From an optimization exercise on the open Yosys and OpenROAD flow, aimed at small area and a short achievable clock period; shortcuts taken in it are not production practice.
Function not checked in this run: the RTL went through the layout flow alone.
No activity file was given, so power comes from the tool's default toggle rates.

===== flow/config.mk =====
export PLATFORM = sky130hd
export DESIGN_NAME = RISC_TOY_SYS
export DESIGN_NICKNAME = RISC_TOY_SYS
export VERILOG_FILES = /design/flow/design.v
export SDC_FILE = /design/flow/constraint.sdc
export NUM_CORES = 8
export LEC_CHECK = 0
export CAP_MARGIN = 20
export CORE_MARGIN = 2
export CORE_UTILIZATION = 55
export CTS_CLUSTER_DIAMETER = 100
export CTS_CLUSTER_SIZE = 24
export SETUP_SLACK_MARGIN = 0.2
export SLEW_MARGIN = 20

===== flow/constraint.sdc =====
create_clock -name core_clock -period 14.0 [get_ports {CLK}]
set_input_delay 2.8000 -clock core_clock [delete_from_list [all_inputs] [get_ports {CLK}]]
set_output_delay 2.8000 -clock core_clock [all_outputs]
set_load 0.01 [all_outputs]

===== flow/design.v =====
module REGFILE (
    input  wire          CLK,
    input  wire          RSTN,
    input  wire          WE,
    input  wire [4:0]    WA,
    input  wire [31:0]   DI,
    output wire [1023:0] Q,         
    output wire [31:0]   VALID,     
    output wire [31:0]   CONSIG,
    output wire [31:0]   CONSIG_D    
);
    reg [31:0] r31;
    reg [30:0] valid;
    reg [31*32-1:0] rf;
    wire [31:0] wdec = WE ? (32'd1 << WA) : 32'd0;
    reg        r0_pend;
    reg [31:0] r0_d;
    always @(posedge CLK) begin
        if (wdec[0]) r0_d <= DI;
    end
    wire [30:0] wen = {wdec[30:1], r0_pend};
    integer w;
    always @(posedge CLK) begin
        if (r0_pend) rf[31:0] <= r0_d;
        for (w = 1; w < 31; w = w + 1)
            if (wen[w]) rf[w*32 +: 32] <= DI;
    end
    always @(posedge CLK or negedge RSTN) begin
        if (!RSTN) begin
            valid   <= 31'd0;
            r31     <= 32'd0;
            r0_pend <= 1'b0;
        end else begin
            valid   <= valid | wen;
            r0_pend <= wdec[0];
            if (wdec[31]) r31 <= DI;
        end
    end
    assign Q      = {r31, rf};
    assign VALID  = {1'b1, valid};
    assign CONSIG = r31;
    assign CONSIG_D = wdec[31] ? DI : r31;
endmodule
module RFREAD (
    input  wire [31:0]      S,
    input  wire [32*32-1:0] D,
    output reg  [31:0]      Y
);
    integer k;
    always @(*) begin
        Y = 32'd0;
        for (k = 0; k < 32; k = k + 1)
            Y = Y | ({32{S[k]}} & D[k*32 +: 32]);
    end
endmodule
module OPMUX (
    input  wire [31:0] E,
    input  wire        S,
    input  wire [31:0] L,
    output wire [31:0] Y
);
    assign Y = E | ({32{S}} & L);
endmodule
module RISC_TOY (
    input  wire        CLK,
    input  wire        RSTN,
    output wire        IREQ,
    output wire [29:0] IADDR,
    input  wire [31:0] INSTR,
    output wire        DREQ,
    output wire [1:0]  DRW,
    output wire [29:0] DADDR,
    output wire [31:0] DWDATA,
    output wire [31:0] CONSIG,
    output wire [31:0] CONSIG_D,
    input  wire [31:0] DRDATA
);
    reg [31:0] PC, PC_ID;
    reg        jump_d;               
    reg [31:0] IMM_EX;
    reg [4:0]  RA_EX, RB_EX;          
    reg        RW_EX, DREQ_EX, LD_EX;                    
    reg        BAL_EX, BZ_EX, BNZ_EX, BPOS_EX, BNEG_EX;   
    reg        DRW0_EX, LDRES_EX, LINK_EX;
    reg [4:0]  RAC_EX;
    reg [3:0]  SA_EX, SB_EX;         
    reg [5:0]  SBB_EX;               
    reg        SHREG_EX;             
    reg [4:0]  SHIMM_EX;
    reg        OP_ADD, OP_SUB;
    reg [3:0]  LUT_EX;      
    reg        OP_SHL, OP_LSR, OP_ASR, OP_ROR, OP_PC;
    reg [31:0] ALU_MEM, RD2_MEM;
    reg        RW_MEM, DREQ_MEM;                         
    reg [1:0]  DRW_MEM;
    reg [4:0]  RAC_MEM;
    reg        LDRES_MEM, LINK_MEM;
    reg [31:0] WBVAL;
    reg        RW_WB;                                    
    reg [4:0]  RAC_WB;
    reg        LD_WB;
    wire [31:0] RESULT_WB = LD_WB ? DRDATA : WBVAL;
    wire [4:0] op = INSTR[31:27];
    wire [4:0] fa = INSTR[26:22];
    wire [4:0] fb = INSTR[21:17];
    wire [4:0] fc = INSTR[16:12];
    wire isADD  = op == 5'b00000;
    wire isADDI = op == 5'b00001;
    wire isSUB  = op == 5'b00010;
    wire isNEG  = op == 5'b00011;
    wire isNOT  = op == 5'b00100;
    wire isAND  = op == 5'b00101;
    wire isANDI = op == 5'b00110;
    wire isOR   = op == 5'b00111;
    wire isORI  = op == 5'b01000;
    wire isXOR  = op == 5'b01001;
    wire isLSR  = op == 5'b01010;
    wire isASR  = op == 5'b01011;
    wire isSHL  = op == 5'b01100;
    wire isROR  = op == 5'b01101;
    wire isMOVI = op == 5'b01110;
    wire isJ    = op == 5'b01111;
    wire isJL   = op == 5'b10000;
    wire isBR   = op == 5'b10001;
    wire isBRL  = op == 5'b10010;
    wire isST   = op == 5'b10011;
    wire isSTR  = op == 5'b10100;
    wire isLD   = op == 5'b10101;
    wire isLDR  = op == 5'b10110;
    wire isLDIP = op == 5'b10111;
    wire isSTIP = op == 5'b11000;
    wire regwrite = isADD | isADDI | isSUB | isNEG | isNOT | isAND | isANDI | isOR |
                    isORI | isXOR | isLSR | isASR | isSHL | isROR | isMOVI | isJL |
                    isBRL | isLD | isLDR;
    wire memreq   = isST | isSTR | isLD | isLDR | isLDIP | isSTIP;
    wire isload   = isLD | isLDR | isLDIP;                   
    wire drw0     = isLDIP | isSTIP;                         
    wire branch   = isBR | isBRL;
    wire jump     = isJ | isJL;
    wire pcrel    = isLDR | isSTR;
    wire useimm   = isADDI | isANDI | isORI | isMOVI | isJ | isJL | isST | isSTR |
                    isLD | isLDR | isLDIP | isSTIP;
    wire nn  = isNEG | isNOT;
    wire stx = isST | isSTR;
    function mA;    
        input [4:0] R;
        input nn_, str_;
        input [4:0] fb_, fc_;
        mA = ~str_ & (nn_ ? (fc_ == R) : (fb_ == R));
    endfunction
    function mB;    
        input [4:0] R;
        input nn_, stx_;
        input [4:0] fa_, fc_;
        mB = stx_ ? (fa_ == R) : (~nn_ & (fc_ == R));
    endfunction
    wire taken;
    wire flush = taken | jump_d;
    wire hz    = LD_EX & (RAC_EX != 5'd0) &
                 (mA(RAC_EX, nn, isSTR, fb, fc) | mB(RAC_EX, nn, stx, fa, fc));
    wire vld   = ~taken & ~jump_d & ~hz;     
    wire [31:0] sext17 = {{15{INSTR[16]}}, INSTR[16:0]};
    wire [31:0] zext17 = {15'd0, INSTR[16:0]};
    wire [31:0] sext22 = {{10{INSTR[21]}}, INSTR[21:0]};
    wire [31:0] zext22 = {10'd0, INSTR[21:0]};
    wire [31:0] P4_ID  = PC_ID + 32'd4;
    wire        tbase  = ~(INSTR[31] & INSTR[29]);
    wire [31:0] target = (tbase ? P4_ID : PC_ID) + sext22;
    reg [31:0] imm_ID;
    always @(*) begin
        if (jump)                      imm_ID = P4_ID;       
        else if (isBRL)                imm_ID = PC_ID;       
        else if (isST | isLD)          imm_ID = (fb == 5'b11111) ? zext17 : sext17;
        else if (isSTR | isLDR)        imm_ID = target;      
        else if (isLDIP | isSTIP)      imm_ID = zext22;
        else                           imm_ID = sext17;
    end
    wire [1023:0] rf_q;
    wire [31:0]   rf_valid;
    REGFILE u_rf (
        .CLK(CLK), .RSTN(RSTN),
        .WE(RW_WB), .WA(RAC_WB), .DI(RESULT_WB),
        .Q(rf_q), .VALID(rf_valid),
        .CONSIG(CONSIG), .CONSIG_D(CONSIG_D)
    );
    wire fmA = RW_EX  & (RAC_EX  != 5'd0) & mA(RAC_EX,  nn, isSTR, fb, fc);
    wire fwA = RW_MEM & (RAC_MEM != 5'd0) & mA(RAC_MEM, nn, isSTR, fb, fc);
    wire fmB = RW_EX  & (RAC_EX  != 5'd0) & mB(RAC_EX,  nn, stx, fa, fc);
    wire fwB = RW_MEM & (RAC_MEM != 5'd0) & mB(RAC_MEM, nn, stx, fa, fc);
    wire zeroA = (fb == 5'b11111);
    wire [3:0] sa_ID = pcrel ? 4'b0000 :      
                       zeroA ? 4'b0000 :
                       fmA   ? 4'b0010 :
                       fwA   ? (LDRES_MEM ? 4'b1000 : 4'b0100) : 4'b0001;
    wire [3:0] sb_ID = fmB   ? 4'b0010 :
                       fwB   ? (LDRES_MEM ? 4'b1000 : 4'b0100) : 4'b0001;
    wire [31:0] A_EX;
    wire [31:0] PCp4 = PC + 32'd4;
    wire [31:0] pc_base = (hz & ~jump_d) ? PC : (jump & ~jump_d) ? target : PCp4;
    wire [31:0] pc_next = taken ? A_EX : pc_base;
    always @(posedge CLK or negedge RSTN) begin
        if (!RSTN) begin
            PC     <= 32'd0;
            PC_ID  <= 32'd0;
            jump_d <= 1'b0;
        end else begin
            PC     <= pc_next;
            PC_ID  <= flush ? 32'd0 : hz ? PC_ID : PC;
            jump_d <= jump & ~flush;
        end
    end
    assign IREQ  = RSTN ? 1'b1 : 1'b0;
    assign IADDR = PC[29:0];
    wire [2:0] bc = INSTR[2:0];
    always @(posedge CLK or negedge RSTN) begin
        if (!RSTN) begin
            RW_EX   <= 1'b0;
            DREQ_EX <= 1'b0;
            LD_EX   <= 1'b0;
            BAL_EX  <= 1'b0;
            BZ_EX   <= 1'b0;
            BNZ_EX  <= 1'b0;
            BPOS_EX <= 1'b0;
            BNEG_EX <= 1'b0;
        end else begin
            RW_EX   <= vld & regwrite;
            DREQ_EX <= vld & memreq;
            LD_EX   <= vld & isload;
            BAL_EX  <= vld & branch & (bc == 3'b001);
            BZ_EX   <= vld & branch & (bc == 3'b010);
            BNZ_EX  <= vld & branch & (bc == 3'b011);
            BPOS_EX <= vld & branch & (bc == 3'b100);
            BNEG_EX <= vld & branch & (bc == 3'b101);
        end
    end
    always @(posedge CLK) begin
        RA_EX     <= nn ? fc : fb;
        RB_EX     <= stx ? fa : fc;
        IMM_EX    <= imm_ID;
        RAC_EX    <= fa;
        DRW0_EX   <= drw0;
        LDRES_EX  <= isload;
        LINK_EX   <= isJL | isBRL;
        SA_EX     <= isNEG ? 4'b0000 : sa_ID;
        SB_EX     <= sb_ID;
        SBB_EX    <= isNEG ? {sa_ID[0], 1'b0, sa_ID[3:1], 1'b0} : useimm ? 6'b010000 : {2'b00, sb_ID};
        SHREG_EX  <= INSTR[5];
        SHIMM_EX  <= INSTR[4:0];
        OP_ADD    <= isADD | isADDI | isST | isSTR | isLD | isLDR;
        OP_SUB    <= isSUB | isNEG;
        LUT_EX    <= (isAND | isANDI)                     ? 4'b1000 :
                     (isOR | isORI)                       ? 4'b1110 :
                     isXOR                                ? 4'b0110 :
                     isNOT                                ? 4'b0011 :
                     (isMOVI | branch | isLDIP | isSTIP)  ? 4'b1010 : 4'b0000;
        OP_PC     <= isJL;      
        OP_SHL    <= isSHL;
        OP_LSR    <= isLSR;
        OP_ASR    <= isASR;
        OP_ROR    <= isROR;
    end
    wire [31:0] RF1, RF2;
    RFREAD u_rd1 (.S((32'd1 << RA_EX) & rf_valid), .D(rf_q), .Y(RF1));
    RFREAD u_rd2 (.S((32'd1 << RB_EX) & rf_valid), .D(rf_q), .Y(RF2));
    wire [31:0] A_e  = ({32{SA_EX[0]}} & RF1)     | ({32{SA_EX[1]}} & ALU_MEM) |
                       ({32{SA_EX[2]}} & WBVAL);
    wire [31:0] R2_e = ({32{SB_EX[0]}} & RF2)     | ({32{SB_EX[1]}} & ALU_MEM) |
                       ({32{SB_EX[2]}} & WBVAL);
    wire [31:0] B_e  = ({32{SBB_EX[0]}} & RF2)     | ({32{SBB_EX[1]}} & ALU_MEM) |
                       ({32{SBB_EX[2]}} & WBVAL)   | ({32{SBB_EX[4]}} & IMM_EX) |
                       ({32{SBB_EX[5]}} & RF1);
    wire [31:0] A, R2, B;
    OPMUX u_opa (.E(A_e),  .S(SA_EX[3]),  .L(DRDATA), .Y(A));
    OPMUX u_opr (.E(R2_e), .S(SB_EX[3]),  .L(DRDATA), .Y(R2));
    OPMUX u_opb (.E(B_e),  .S(SBB_EX[3]), .L(DRDATA), .Y(B));
    assign A_EX = A;
    wire r2z = (R2 == 32'd0);
    assign taken = BAL_EX | (BZ_EX & r2z) | (BNZ_EX & ~r2z) |
                   (BPOS_EX & ~R2[31]) | (BNEG_EX & R2[31]);
    wire [31:0] Y   = B ^ {32{OP_SUB}};
    wire [31:0] SUM = A + Y + {31'd0, OP_SUB};
    wire [4:0] sh = SHREG_EX ? R2[4:0] : SHIMM_EX;
    function [31:0] rev32;
        input [31:0] v;
        integer i;
        begin
            for (i = 0; i < 32; i = i + 1) rev32[i] = v[31-i];
        end
    endfunction
    wire [31:0] SX = OP_SHL ? rev32(A) : A;
    wire [31:0] RR = (({SX, SX}) >> sh);
    wire [31:0] MK = 32'hFFFFFFFF >> sh;
    wire [31:0] T  = RR & MK;
    wire [31:0] SHR = T | ({32{OP_ASR & A[31]}} & ~MK);
    wire [31:0] alu =
        ({32{OP_ADD | OP_SUB}} & SUM) |
        ({32{LUT_EX[0]}} & ~A & ~B) |
        ({32{LUT_EX[1]}} & ~A &  B) |
        ({32{LUT_EX[2]}} &  A & ~B) |
        ({32{LUT_EX[3]}} &  A &  B) |
        ({32{OP_PC}}    & PC) |
        ({32{OP_SHL}}   & rev32(T)) |
        ({32{OP_LSR | OP_ASR}} & SHR) |
        ({32{OP_ROR}}   & RR);
    always @(posedge CLK or negedge RSTN) begin
        if (!RSTN) begin
            RW_MEM   <= 1'b0;
            DREQ_MEM <= 1'b0;
        end else begin
            RW_MEM   <= RW_EX;
            DREQ_MEM <= DREQ_EX;
        end
    end
    always @(posedge CLK) begin
        ALU_MEM   <= alu;
        RD2_MEM   <= LINK_EX ? IMM_EX : R2;    
        DRW_MEM   <= {LD_EX, DRW0_EX};
        RAC_MEM   <= RAC_EX;
        LDRES_MEM <= LDRES_EX;
        LINK_MEM  <= LINK_EX;
    end
    assign DREQ   = DREQ_MEM;
    assign DRW    = DRW_MEM;
    assign DADDR  = ALU_MEM[29:0];
    assign DWDATA = RD2_MEM;
    always @(posedge CLK or negedge RSTN) begin
        if (!RSTN) RW_WB <= 1'b0;
        else       RW_WB <= RW_MEM;
    end
    always @(posedge CLK) begin
        WBVAL  <= LINK_MEM ? RD2_MEM : ALU_MEM;
        RAC_WB <= RAC_MEM;
        LD_WB  <= LDRES_MEM;
    end
endmodule
module MAC10 (
    input  wire [9:0] acc,
    input  wire [3:0] a,
    input  wire [3:0] b,
    output wire [9:0] s
);
    wire t1 = acc[3] ^ (a[1] & b[2]);
    wire t2 = acc[3] & (a[1] & b[2]);
    wire t3 = acc[4] ^ (a[2] & b[2]) ^ ~(a[3] & b[1]);
    wire t4 = (acc[4] & (a[2] & b[2])) | (acc[4] & ~(a[3] & b[1])) | ((a[2] & b[2]) & ~(a[3] & b[1]));
    wire t5 = acc[2] ^ (a[0] & b[2]);
    wire t6 = acc[2] & (a[0] & b[2]);
    wire t7 = (a[2] & b[1]) ^ ~(a[3] & b[0]) ^ ~(a[0] & b[3]);
    wire t8 = ((a[2] & b[1]) & ~(a[3] & b[0])) | ((a[2] & b[1]) & ~(a[0] & b[3])) | (~(a[3] & b[0]) & ~(a[0] & b[3]));
    wire t9 = ~(a[1] & b[3]) ^ 1'b1 ^ t3;
    wire t10 = (~(a[1] & b[3]) & 1'b1) | (~(a[1] & b[3]) & t3) | (1'b1 & t3);
    wire t11 = acc[5] ^ ~(a[3] & b[2]) ^ ~(a[2] & b[3]);
    wire t12 = (acc[5] & ~(a[3] & b[2])) | (acc[5] & ~(a[2] & b[3])) | (~(a[3] & b[2]) & ~(a[2] & b[3]));
    wire t13 = acc[1] ^ (a[0] & b[1]);
    wire t14 = acc[1] & (a[0] & b[1]);
    wire t15 = (a[1] & b[1]) ^ (a[2] & b[0]) ^ t5;
    wire t16 = ((a[1] & b[1]) & (a[2] & b[0])) | ((a[1] & b[1]) & t5) | ((a[2] & b[0]) & t5);
    wire t17 = t1 ^ t7 ^ t6;
    wire t18 = (t1 & t7) | (t1 & t6) | (t7 & t6);
    wire t19 = t2 ^ t9 ^ t8;
    wire t20 = (t2 & t9) | (t2 & t8) | (t9 & t8);
    wire t21 = t4 ^ t11 ^ t10;
    wire t22 = (t4 & t11) | (t4 & t10) | (t11 & t10);
    wire t23 = acc[6] ^ (a[3] & b[3]) ^ t12;
    wire t24 = (acc[6] & (a[3] & b[3])) | (acc[6] & t12) | ((a[3] & b[3]) & t12);
    wire t25 = acc[7] ^ 1'b1;
    wire t26 = acc[7] & 1'b1;
    wire t27 = acc[8] ^ 1'b1;
    wire t28 = acc[8] & 1'b1;
    wire t29 = acc[9] ^ 1'b1;
    wire t30 = acc[9] & 1'b1;
    wire [9:0] x = {t29, t27, t25, t23, t21, t19, t17, t15, (a[1] & b[0]), acc[0]};
    wire [9:0] y = {t28, t26, t24, t22, t20, t18, t16, t14, t13, (a[0] & b[0])};
    wire [10:0] c; assign c[0] = 1'b0;
    genvar i; generate for (i = 0; i < 10; i = i + 1) begin : g
        assign s[i] = x[i] ^ y[i] ^ c[i];
        assign c[i+1] = (x[i] & y[i]) | (x[i] & c[i]) | (y[i] & c[i]);
    end endgenerate
endmodule
module CUSTOM_IP (
    input  wire        CLK,
    input  wire        RSTN,
    input  wire [31:0] IPIN,
    input  wire [31:0] CON,
    input  wire [31:0] CON_D,    
    output wire [31:0] IPOUT
);
    wire start_bit = CON[2];
    wire is_3x3    = CON[0];
    wire init_bit  = CON[1];
    reg        receiving_enable, computing_enable;
    reg [2:0]  cnt;
    reg [4:0]  exec_cnt;
    reg        clr_mac, update_ready;
    reg [1:0]  mac_enable;
    reg        last_start_bit;
    reg        zrows;
    reg [15:0] buf0, buf1, buf2, buf3, buf4, buf5, buf6, buf7;
    wire start_evt = start_bit & ~last_start_bit & ~receiving_enable & ~computing_enable;
    always @(posedge CLK or negedge RSTN) begin
        if (!RSTN) begin
            receiving_enable <= 1'b0;
            computing_enable <= 1'b0;
            cnt              <= 3'd0;
            exec_cnt         <= 5'd0;
            clr_mac          <= 1'b0;
            update_ready     <= 1'b0;
            mac_enable       <= 2'b00;
            last_start_bit   <= 1'b0;
            zrows            <= 1'b0;
        end else begin
            last_start_bit <= start_bit;
            if (init_bit) begin
                receiving_enable <= 1'b0;
                computing_enable <= 1'b0;
                cnt              <= 3'd0;
                exec_cnt         <= 5'd0;
            end
            if (start_evt) begin
                receiving_enable <= 1'b1;
                cnt              <= 3'd1;
                zrows            <= 1'b0;
            end else if (receiving_enable) begin
                if (cnt == 3'd7) begin
                    receiving_enable <= 1'b0;
                    cnt              <= 3'd0;
                    computing_enable <= 1'b1;
                    exec_cnt         <= 5'd0;
                    if (init_bit) zrows <= 1'b1;
                end else begin
                    cnt <= cnt + 3'd1;
                end
            end
            if (computing_enable && !init_bit) begin
                exec_cnt <= exec_cnt + 5'd1;
                if (exec_cnt == 5'd0) begin
                    clr_mac      <= 1'b1;
                    update_ready <= 1'b1;
                    mac_enable   <= is_3x3 ? 2'b01 : 2'b11;
                end else if (exec_cnt == 5'd1) begin
                    clr_mac <= 1'b0;
                end else if (exec_cnt > 5'd12) begin
                    computing_enable <= 1'b0;
                    update_ready     <= 1'b0;
                    mac_enable       <= 2'b00;
                    exec_cnt         <= 5'd0;
                end
            end else if (init_bit) begin
                clr_mac      <= 1'b1;
                update_ready <= 1'b1;
                mac_enable   <= is_3x3 ? 2'b01 : 2'b11;
            end else begin
                clr_mac      <= 1'b0;
                update_ready <= 1'b0;
                mac_enable   <= 2'b00;
            end
        end
    end
    wire [15:0] wdata = (is_3x3 && receiving_enable && (cnt == 3'd3 || cnt == 3'd7)) ? 16'd0 : IPIN[15:0];
    wire [7:0]  wrow  = start_evt ? 8'd1 : receiving_enable ? (8'd1 << cnt) : 8'd0;
    always @(posedge CLK) begin
        if (wrow[0]) buf0 <= wdata;
        if (wrow[1]) buf1 <= wdata;
        if (wrow[2]) buf2 <= wdata;
        if (wrow[3]) buf3 <= wdata;
        if (wrow[4]) buf4 <= wdata;
        if (wrow[5]) buf5 <= wdata;
        if (wrow[6]) buf6 <= wdata;
        if (wrow[7]) buf7 <= wdata;
    end
    wire [15:0] row [0:7];
    assign row[0] = buf0;
    assign row[1] = buf1;
    assign row[2] = buf2;
    assign row[3] = buf3;
    assign row[4] = buf4;
    assign row[5] = buf5;
    assign row[6] = buf6;
    assign row[7] = buf7;
    wire [13:0] d;
    genvar ge;
    generate
        for (ge = 0; ge < 14; ge = ge + 1) begin : g_dec
            assign d[ge] = computing_enable & (exec_cnt == ge);
        end
    endgenerate
    reg [3:0] a_in_row [0:3];
    reg [3:0] b_in_col [0:3];
    integer r, c, t;
    always @(*) begin
        for (r = 0; r < 4; r = r + 1) begin
            a_in_row[r] = 4'd0;
            for (t = 0; t < 4; t = t + 1)
                if (d[r + t + 2] && !zrows && !(is_3x3 && (r == 3 || t == 3)))
                    a_in_row[r] = a_in_row[r] | row[r][t*4 +: 4];
        end
        for (c = 0; c < 4; c = c + 1) begin
            b_in_col[c] = 4'd0;
            for (t = 0; t < 4; t = t + 1)
                if (d[c + t + 2] && !(zrows && t != 3) && !(is_3x3 && c == 3))
                    b_in_col[c] = b_in_col[c] | row[4 + t][c*4 +: 4];
        end
    end
    reg  [63:0]  a_q, b_q;
    reg  [159:0] acc_q;
    reg  [1:0]   gvalid;
    wire [63:0]  pa, pb;
    wire [15:0]  en;
    wire [159:0] acc_d;
    genvar gi, gj;
    generate
        for (gi = 0; gi < 4; gi = gi + 1) begin : g_i
            for (gj = 0; gj < 4; gj = gj + 1) begin : g_j
                localparam integer N = gi * 4 + gj;
                wire [9:0] macs;
                assign en[N] = (gi == 3 || gj == 3) ? mac_enable[1] : mac_enable[0];
                if (gj == 0) begin : g_a0
                    assign pa[N*4 +: 4] = a_in_row[gi];
                end else begin : g_a1
                    assign pa[N*4 +: 4] = a_q[(N-1)*4 +: 4];
                end
                if (gi == 0) begin : g_b0
                    assign pb[N*4 +: 4] = b_in_col[gj];
                end else begin : g_b1
                    assign pb[N*4 +: 4] = b_q[(N-4)*4 +: 4];
                end
                MAC10 u_mac (.acc(acc_q[N*10 +: 10]), .a(pa[N*4 +: 4]), .b(pb[N*4 +: 4]), .s(macs));
                assign acc_d[N*10 +: 10] = clr_mac ? 10'd0 : macs;
            end
        end
    endgenerate
    integer m;
    always @(posedge CLK or negedge RSTN) begin
        if (!RSTN) begin
            a_q <= 64'd0;
            b_q <= 64'd0;
        end else begin
            for (m = 0; m < 16; m = m + 1)
                if (en[m]) begin
                    a_q[m*4 +: 4] <= pa[m*4 +: 4];
                    b_q[m*4 +: 4] <= pb[m*4 +: 4];
                end
        end
    end
    integer q;
    always @(posedge CLK) begin
        for (q = 0; q < 16; q = q + 1)
            if (en[q] & update_ready) acc_q[q*10 +: 10] <= acc_d[q*10 +: 10];
    end
    always @(posedge CLK or negedge RSTN) begin
        if (!RSTN) gvalid <= 2'b00;
        else       gvalid <= gvalid | (mac_enable & {2{update_ready & clr_mac}});
    end
    wire [1:0]  gvalid_d = gvalid | (mac_enable & {2{update_ready & clr_mac}});
    wire [3:0]  sel_d    = {CON_D[7:6], CON_D[5:4]};
    wire        selg_d   = (CON_D[7:6] == 2'd3) | (CON_D[5:4] == 2'd3);
    wire        on_d     = CON_D[8] & gvalid_d[selg_d];
    reg  [15:0] rsel;
    always @(posedge CLK or negedge RSTN) begin
        if (!RSTN) rsel <= 16'd0;
        else       rsel <= on_d ? (16'd1 << sel_d) : 16'd0;
    end
    reg [9:0] cval;
    integer s;
    always @(*) begin
        cval = 10'd0;
        for (s = 0; s < 16; s = s + 1)
            cval = cval | ({10{rsel[s]}} & acc_q[s*10 +: 10]);
    end
    assign IPOUT = {{22{cval[9]}}, cval};
endmodule
module RISC_TOY_SYS (
    input  wire          CLK,
    input  wire          RSTN,
    output wire          IREQ,
    output wire [29:0]   IADDR,
    input  wire [31:0]   INSTR,
    output wire          DREQ,
    output wire [1:0]    DRW,
    output wire [29:0]   DADDR,
    output wire [31:0]   DWDATA,
    input  wire [31:0]   DRDATA,
    output wire [31:0]   CONSIG,
    input  wire [31:0]   IPIN,
    output wire [31:0]   IPOUT
);
    wire [31:0] consig_d;    
    RISC_TOY u_core (
        .CLK    (CLK),
        .RSTN   (RSTN),
        .IREQ   (IREQ),
        .IADDR  (IADDR),
        .INSTR  (INSTR),
        .DREQ   (DREQ),
        .DRW    (DRW),
        .DADDR  (DADDR),
        .DWDATA (DWDATA),
        .CONSIG (CONSIG),
        .CONSIG_D (consig_d),
        .DRDATA (DRDATA)
    );
    CUSTOM_IP u_ip (
        .CLK    (CLK),
        .RSTN   (RSTN),
        .IPIN   (IPIN),
        .CON    (CONSIG),
        .CON_D  (consig_d),
        .IPOUT  (IPOUT)
    );
endmodule

===== flow/flow/run.sh =====
#!/bin/bash
# Own flow for RISC_TOY_SYS. Runs in the standard flow's work folder (design.v,
# config.mk, standard.sh, synth_recipe.tcl, flow/, out/).
#  1. design_gl.v: design.v with two combinational modules replaced by
#     gate-level ones (flow/gen_gl.py): the register file's read selector
#     (RFREAD, an a222oi AND-OR tree) and the EX operand selector's last
#     gate (OPMUX, a21o). They have no registers, so the registers are the
#     standard synthesis's.
#  2. Synthesis is synth_recipe.tcl with the ABC pass called through a Tcl
#     proc (same arguments; the script is flow/abc.script if present).
#  3. the standard layout (standard.sh) with small port buffers
#     (buf_2) instead of buffer_ports' default delay cells, and repair_timing
#     aimed below the clock period (the SDC is unchanged).
# Each tool's output goes to a log file of its own here.
set -euo pipefail
W=$(pwd)
python3 flow/gen_gl.py "$W/rfread_gl.v" > gen_gl.log 2>&1
python3 - "$W/design.v" "$W/rfread_gl.v" "$W/design_gl.v" > design_gl.log 2>&1 <<'PY'
import re, sys
src = open(sys.argv[1]).read()
gl = open(sys.argv[2]).read()
for m in ("RFREAD", "OPMUX"):
    pat = re.compile(r"\bmodule\s+" + m + r"\b.*?\bendmodule\b", re.S)
    assert len(pat.findall(src)) == 1, m + " not found exactly once"
    src = pat.sub("", src)
open(sys.argv[3], "w").write(src + "\n" + gl)
print("design_gl.v written")
PY
# ABC: ORFS's script, or flow/abc.script when there is one
if [[ -f flow/abc.script ]]; then
  ABCP="set i [lsearch \$args -script]; if {\$i >= 0} { lset args [expr {\$i+1}] $W/flow/abc.script }; "
else
  ABCP=""
fi
{
  echo 'proc synth {args} { yosys synth -nofsm -noshare {*}$args }'
  echo "proc abc {args} { ${ABCP}yosys abc {*}\$args }"
  tail -n +2 synth_recipe.tcl
} > my_synth.tcl
bash standard.sh \
  "VERILOG_FILES=$W/design_gl.v" \
  "SYNTH_SCRIPT=$W/my_synth.tcl" \
  "BUFFER_PORTS_ARGS=-buffer_cell sky130_fd_sc_hd__buf_2" \
  "SETUP_SLACK_MARGIN=8.4" \
  finish > standard_flow.log 2>&1

===== flow/flow/gen_gl.py =====
#!/usr/bin/env python3
"""Writes gate-level (sky130hd cells) versions of two RTL modules, used by
flow/run.sh in place of the RTL ones:
  RFREAD (rtl/model.v): 32-way one-hot AND-OR, 32 bits (a222oi tree);
  OPMUX (rtl/stage_EX.v): Y = E | (S & L), 32 bits (one a21o per bit)."""
import sys
P = "sky130_fd_sc_hd__"
NT, W = 32, 32
o = ["// Generated by flow/gen_gl.py for the own flow.",
     "module RFREAD (S, D, Y);",
     f"  input [{NT-1}:0] S;",
     f"  input [{NT*W-1}:0] D;",
     f"  output [{W-1}:0] Y;"]
for b in range(W):
    o.append(f"  wire [10:0] n{b};")
    o.append(f"  wire [2:0] p{b};")
    for g in range(10):
        t = [3*g, 3*g+1, 3*g+2]
        o.append(f"  {P}a222oi_1 a{b}_{g} (.A1(S[{t[0]}]), .A2(D[{t[0]*W+b}]), .B1(S[{t[1]}]), .B2(D[{t[1]*W+b}]), .C1(S[{t[2]}]), .C2(D[{t[2]*W+b}]), .Y(n{b}[{g}]));")
    o.append(f"  {P}a22oi_1 a{b}_10 (.A1(S[30]), .A2(D[{30*W+b}]), .B1(S[31]), .B2(D[{31*W+b}]), .Y(n{b}[10]));")
    o.append(f"  {P}nand4_1 q{b}_0 (.A(n{b}[0]), .B(n{b}[1]), .C(n{b}[2]), .D(n{b}[3]), .Y(p{b}[0]));")
    o.append(f"  {P}nand4_1 q{b}_1 (.A(n{b}[4]), .B(n{b}[5]), .C(n{b}[6]), .D(n{b}[7]), .Y(p{b}[1]));")
    o.append(f"  {P}nand3_1 q{b}_2 (.A(n{b}[8]), .B(n{b}[9]), .C(n{b}[10]), .Y(p{b}[2]));")
    o.append(f"  {P}or3_1 r{b} (.A(p{b}[0]), .B(p{b}[1]), .C(p{b}[2]), .X(Y[{b}]));")
o.append("endmodule")
o += ["module OPMUX (E, S, L, Y);",
      "  input [31:0] E;", "  input S;", "  input [31:0] L;", "  output [31:0] Y;"]
for b in range(32):
    o.append(f"  {P}a21o_1 m{b} (.A1(S), .A2(L[{b}]), .B1(E[{b}]), .X(Y[{b}]));")
o.append("endmodule")
open(sys.argv[1], "w").write("\n".join(o) + "\n")

===== flow/standard.sh =====
#!/bin/bash
# synth_recipe.tcl (not shown) runs the flow's synth.tcl, then flattens the netlist and writes it again
# the make line also repeats each setting of config.mk as NAME=value (left out here)
make -C /OpenROAD-flow-scripts/flow DESIGN_CONFIG=/design/flow/config.mk WORK_HOME=/design/flow/orfs CLKGATE_MAP_FILE= SYNTH_SCRIPT=/design/flow/synth_recipe.tcl "${@:-finish}"

==> summary.txt <==
==> final cells by class <==
class / instances / area, um^2
flip-flops and latches: 1773 / 50030
fillers: 12644 / 61910
well taps: 2175 / 2721
inverters: 351 / 1318
clock buffers: 147 / 2412
multi-input cells: 4521 / 39750
diodes: 21 / 52.55
clock inverters: 16 / 252.7
repair buffers: 604 / 4702
==> cells by family after synthesis <==
| kind of cell | count (synthesis) |
|---|---|
| AO/OA/AOI/OAI | 1771 |
| flip-flops | 1773 |
| AND/OR/NAND/NOR | 1766 |
| buffers and inverters | 749 |
| XOR/XNOR | 203 |
| multiplexers | 369 |
| adder cells (fa/ha/maj) | 411 |
==> cell usage in the layout, fill, tap and decap left out, drive strengths merged, types with 91 or more instances in the layout <==
master / count
a21o: 139
a21oi: 171
a222oi: 763
a22oi: 123
and2: 179
buf: 593
clkbuf: 156
dfrtp: 269
dfxtp: 192
edfxtp: 1312
fa: 258
ha: 153
inv: 360
mux2: 215
nand2: 454
nand3: 129
nand4: 172
nor2: 331
nor2b: 131
o21ai: 146
xnor2: 91
xor2: 112
==> final timing paths <==
check                           depth (start not counted)                 end             from
worst min-delay path                                    0   u_core.DRW_MEM[0]   u_core.DRW0_EX
worst min register to register                          0   u_core.DRW_MEM[0]   u_core.DRW0_EX
min in group asynchronous                               1         u_ip.b_q[5]             RSTN
worst max register to register                         19  u_core.ALU_MEM[30]  u_core.RB_EX[4]
max in group asynchronous                               4    u_core.PC_ID[26]             RSTN
worst max-delay path                                   19  u_core.ALU_MEM[30]  u_core.RB_EX[4]
==> per-layer routing <==
| metal | vias up | global-route usage (%) | part of all wire, % |
|---|---|---|---|
| li1 | 28804 | - | - |
| met1 | 35563 | 53.31 | 35 |
| met2 | 5798 | 61.85 | 44 |
| met3 | 1082 | 11.87 | 14 |
| met4 | 36 | 26.56 | 7.7 |
| met5 | - | 0.2299 | 0.076 |
==> power by group through the flow <==
| stage | Clock, mW | Sequential [mW] | Combinational [mW] |
|---|---|---|---|
| floorplan | 0 | 7.39 | 4.43 |
| global placement | 0 | 8.05 | 5.96 |
| detailed placement | 0 | 8.06 | 6.06 |
| CTS | 3.02 | 7.95 | 6.30 |
| global route | 3.19 | 8.04 | 7.25 |
| finish | 3.02 | 8.01 | 6.60 |
==> sequential cells by signal (all words and copies together) (netlist names), 31 cells and up <==
| name | count |
|---|---|
| u_core.u_rf.r31 | 32 |
| u_core.WBVAL | 32 |
| u_core.u_rf.valid | 31 |
| u_ip.acc_q | 160 |
| u_ip.a_q | 48 |
| u_core.PC | 32 |
| u_core.u_rf.rf | 992 |
| u_core.PC_ID | 32 |
| u_core.u_rf.r0_d | 32 |
| u_ip.b_q | 48 |
| u_core.RD2_MEM | 32 |
| u_core.IMM_EX | 32 |
| u_core.ALU_MEM | 32 |
==> timing repair <==
| action | in CTS | in global routing |
|---|---|---|
| gates resized for setup | 286 | 355 |
| gates cloned | 8 | 8 |
| pin swaps | 123 | 221 |
| setup endpoints to repair | 168 | 134 |
| setup buffers | 80 | 81 |
| hold endpoints to repair | 0 | 0 |
==> metrics by stage <==
step           cell area, um^2  utilization [%]  power [mW]  hold slack (ps)  cells
5_1_grt                 101200            62.04       18.48            344.5   9597
2_1_floorplan            90680                -       11.82            309.6   7042
4_1_cts                  98970            60.67       17.27            340.0   9498
6_report                101200            62.05       17.64            345.2   9608
3_5_place_dp             94380            57.85       14.11            317.9   9247
3_3_place_gp             94370            57.84       14.01            313.0   9247
==> flow_summary.rst <==
.. list-table::
   :header-rows: 1

   * - Metric
     - Value
   * - Outcome
     - timing/DRC/antenna clean
   * - Half-perimeter wire length of the detailed placement result
     - between 200000 and 250000 um
   * - Library cell with the highest instance count after synthesis
     - sky130_fd_sc_hd__edfxtp_1
   * - Starting density of the core
     - 55.51%
   * - Yosys warns
     - 5
   * - Dominant cells by area after synthesis
     - sky130_fd_sc_hd__edfxtp_1 (44%), sky130_fd_sc_hd__a222oi_1 (8.4%), sky130_fd_sc_hd__dfrtp_1 (7.4%)
   * - Net Sw Frac
     - between 30% and 40%
   * - Rows
     - roughly 150
   * - Vias in the first global route
     - between 60000 and 70000
   * - Max Buffers Root-to-Sink
     - 3
   * - Area share of the largest cell type after synthesis
     - a little over two fifths
   * - Instance count of the mapped netlist
     - ~7000
   * - Combined global-route utilization of all metal layers
     - roughly 41%
   * - Num CTS Buffers
     - 87
   * - Endpoint required time on the critical path
     - 14650 ps
   * - Area growth from synthesis to final layout
     - 11.79%
   * - Share of total power in sequential cells
     - between 40% and 50%
   * - Synthesized-area fraction occupied by and/or/nand/nor cells
     - between 9 and 10%
   * - Grt total ovfl
     - 0
   * - Setup tns final
     - 0 ps
   * - Cell types with the highest counts after synthesis
     - sky130_fd_sc_hd__edfxtp_1 (1312), sky130_fd_sc_hd__a222oi_1 (763), sky130_fd_sc_hd__nand2_1 (454)
   * - Critical Path AT
     - between 6000 and 7000 ps
   * - Adder-Cell Fraction of Synth Area
     - 7.817%
   * - CTS tree
     - yes
   * - Top Ports
     - about 260
   * - Initial antenna violation count
     - 39
   * - First-pass DRT Iterations
     - 15
   * - Static leakage power
     - 37.88 nW
   * - Slowest stage cell, crit path
     - sky130_fd_sc_hd__or3_1
   * - EDFF count, synth
     - between 1000 and 1500
   * - Post-route worst setup slack
     - 8077 ps
   * - Cts-stage hold buffer count
     - 0
   * - Flop and latch count out of synthesis
     - ~1800
   * - Worst setup slack for register-to-register paths
     - 8080 ps
   * - Total wire length after detailed routing
     - between 300000 and 400000 um
   * - Post-synthesis instance area
     - 90560 um^2
   * - DIE WIDTH
     - ~410 um
   * - Hold WC Path Type
     - reg -> reg
   * - Time the final worst path needs with I/O delays and setup
     - ~5900 ps
   * - Post-route antenna net violation count
     - 0
   * - Floorplan die area
     - roughly 170000 um^2
   * - Total net switching power
     - between 6 and 7 mW
   * - Most common flop cell mapped by yosys
     - sky130_fd_sc_hd__edfxtp_1
   * - Power Internal
     - 10.83 mW
   * - Critical Path Sink Type
     - register
   * - Compound-gate portion of the synthesized area
     - 16.15%
   * - Peak supply drop
     - around 180 uV
   * - Number of violations reported at the end of detailed-routing iteration 0
     - 14964
   * - Main combinational cell family by area after synthesis
     - compound AO/OA/AOI/OAI gates
   * - Placeable core region
     - approximately 160000 um^2
   * - Count of input and output buffers
     - around 240
   * - Post-placement setup slack
     - approximately 7000 ps
   * - Post-layout nets
     - just under 8000
   * - Global-route wire length before repair
     - 496300 um
   * - Highest net fanout along the worst path
     - 8
   * - Register area share after synthesis
     - between 50% and 60%
   * - Clock power frac
     - between 10% and 20%
   * - Post-route clock skew
     - 50.54 ps
   * - Via/cell ratio
     - between 7 and 8
   * - Avg Inst Size Synth
     - roughly 13 um^2
   * - Number of distinct library cells after synthesis
     - slightly above 80
   * - Number of max-capacitance violations reported
     - 0
   * - Post-synth net total
     - 7551
   * - Critical Path Max Stage Delay
     - about 650 ps
   * - Share of layout cells above drive strength 1
     - roughly 20%
   * - Average routed wire per standard cell
     - roughly 38 um
   * - DIE HEIGHT
     - roughly 410 um
   * - Clock Latency Late Sink
     - a little under 800 ps
   * - Gp weighted congestion
     - between 1 and 1.5
   * - Endpoints failing setup
     - 0
   * - Worst max-slew margin expressed relative to the limit
     - a little under a quarter
   * - CTS HTree Levels
     - 3
   * - Kind of cell adding the most delay to the critical path
     - compound AO/OA/AOI/OAI gates
   * - Cell breakdown of the critical path
     - and3b_2 -> and3_4 -> buf_12 -> buf_8 -> a222oi_1 -> nand4_1 -> or3_1 -> a222oi_1 -> nand2_1 -> a21o_1 -> xor2_1 -> ha_1 -> nor2b_1 -> a221oi_4 -> nand2_1 -> a221oi_1 -> o21ai_0 -> a31oi_4 -> o21ai_2
   * - Achievable Freq
     - between 0.15 and 0.2 GHz
   * - Share of power burned in combinational logic
     - around 37%
   * - Pin count of the biggest net entering global routing
     - 75
   * - Portion of netlist area occupied by mux cells
     - under 10%
   * - Kind of start point of the critical path
     - register
   * - DRC violation count after routing
     - 0
   * - Library cell used as clock root buffer
     - sky130_fd_sc_hd__clkbuf_16
   * - XOR/XNOR share of the synthesized area
     - between 1.5 and 2%
   * - Cell type contributing the most total cell area after synthesis
     - sky130_fd_sc_hd__edfxtp_1
   * - P per Cell Area
     - around 170 nW/um^2
   * - Hold Violations, Final
     - 0
   * - Portion of the clock cycle consumed by the worst path in the final layout
     - a little over two fifths
   * - Via count
     - 71283
   * - Transition time of the tightest slew-check pin
     - between 1000 and 1500 ps
   * - Critical path class
     - reg -> reg
   * - CTS clk-pin slew, worst paths
     - about 100 ps
   * - Proportion of register bits with asynchronous set or reset after synthesis
     - between 10% and 20%
   * - Max Slew Vio Count
     - 0
   * - RSZ-0062 raised after global routing
     - yes
   * - WP buf/inv
     - 2
   * - Number of clock sinks seen by CTS
     - approximately 1800

static timing again, ports no longer ideal:
No port has a modelled driver above. Below, the same layout with a new extraction and two added sets of constraints.
Step 1, drivers: a clkbuf_16 drives CLK and a buf_2 each remaining input, both assumed.
Step 2 adds t to the input delays and takes it off the output delays; t is the mean of the earliest and latest rising clock arrival at the registers after step 1. Input paths then give back, and output paths get back, about the clock's delay inside the block.
a / b / c = ideal ports / drivers / drivers and shift; a / b = the first two.
t (ns): 0.839
slack for setup (ns): 8.077 / 8.022 / 7.711
worst setup path at the end: input to register
After both steps setup and hold are still met in this run. The setup slack of this run moves by -0.055 ns with the drivers and by -0.366 ns with both steps.
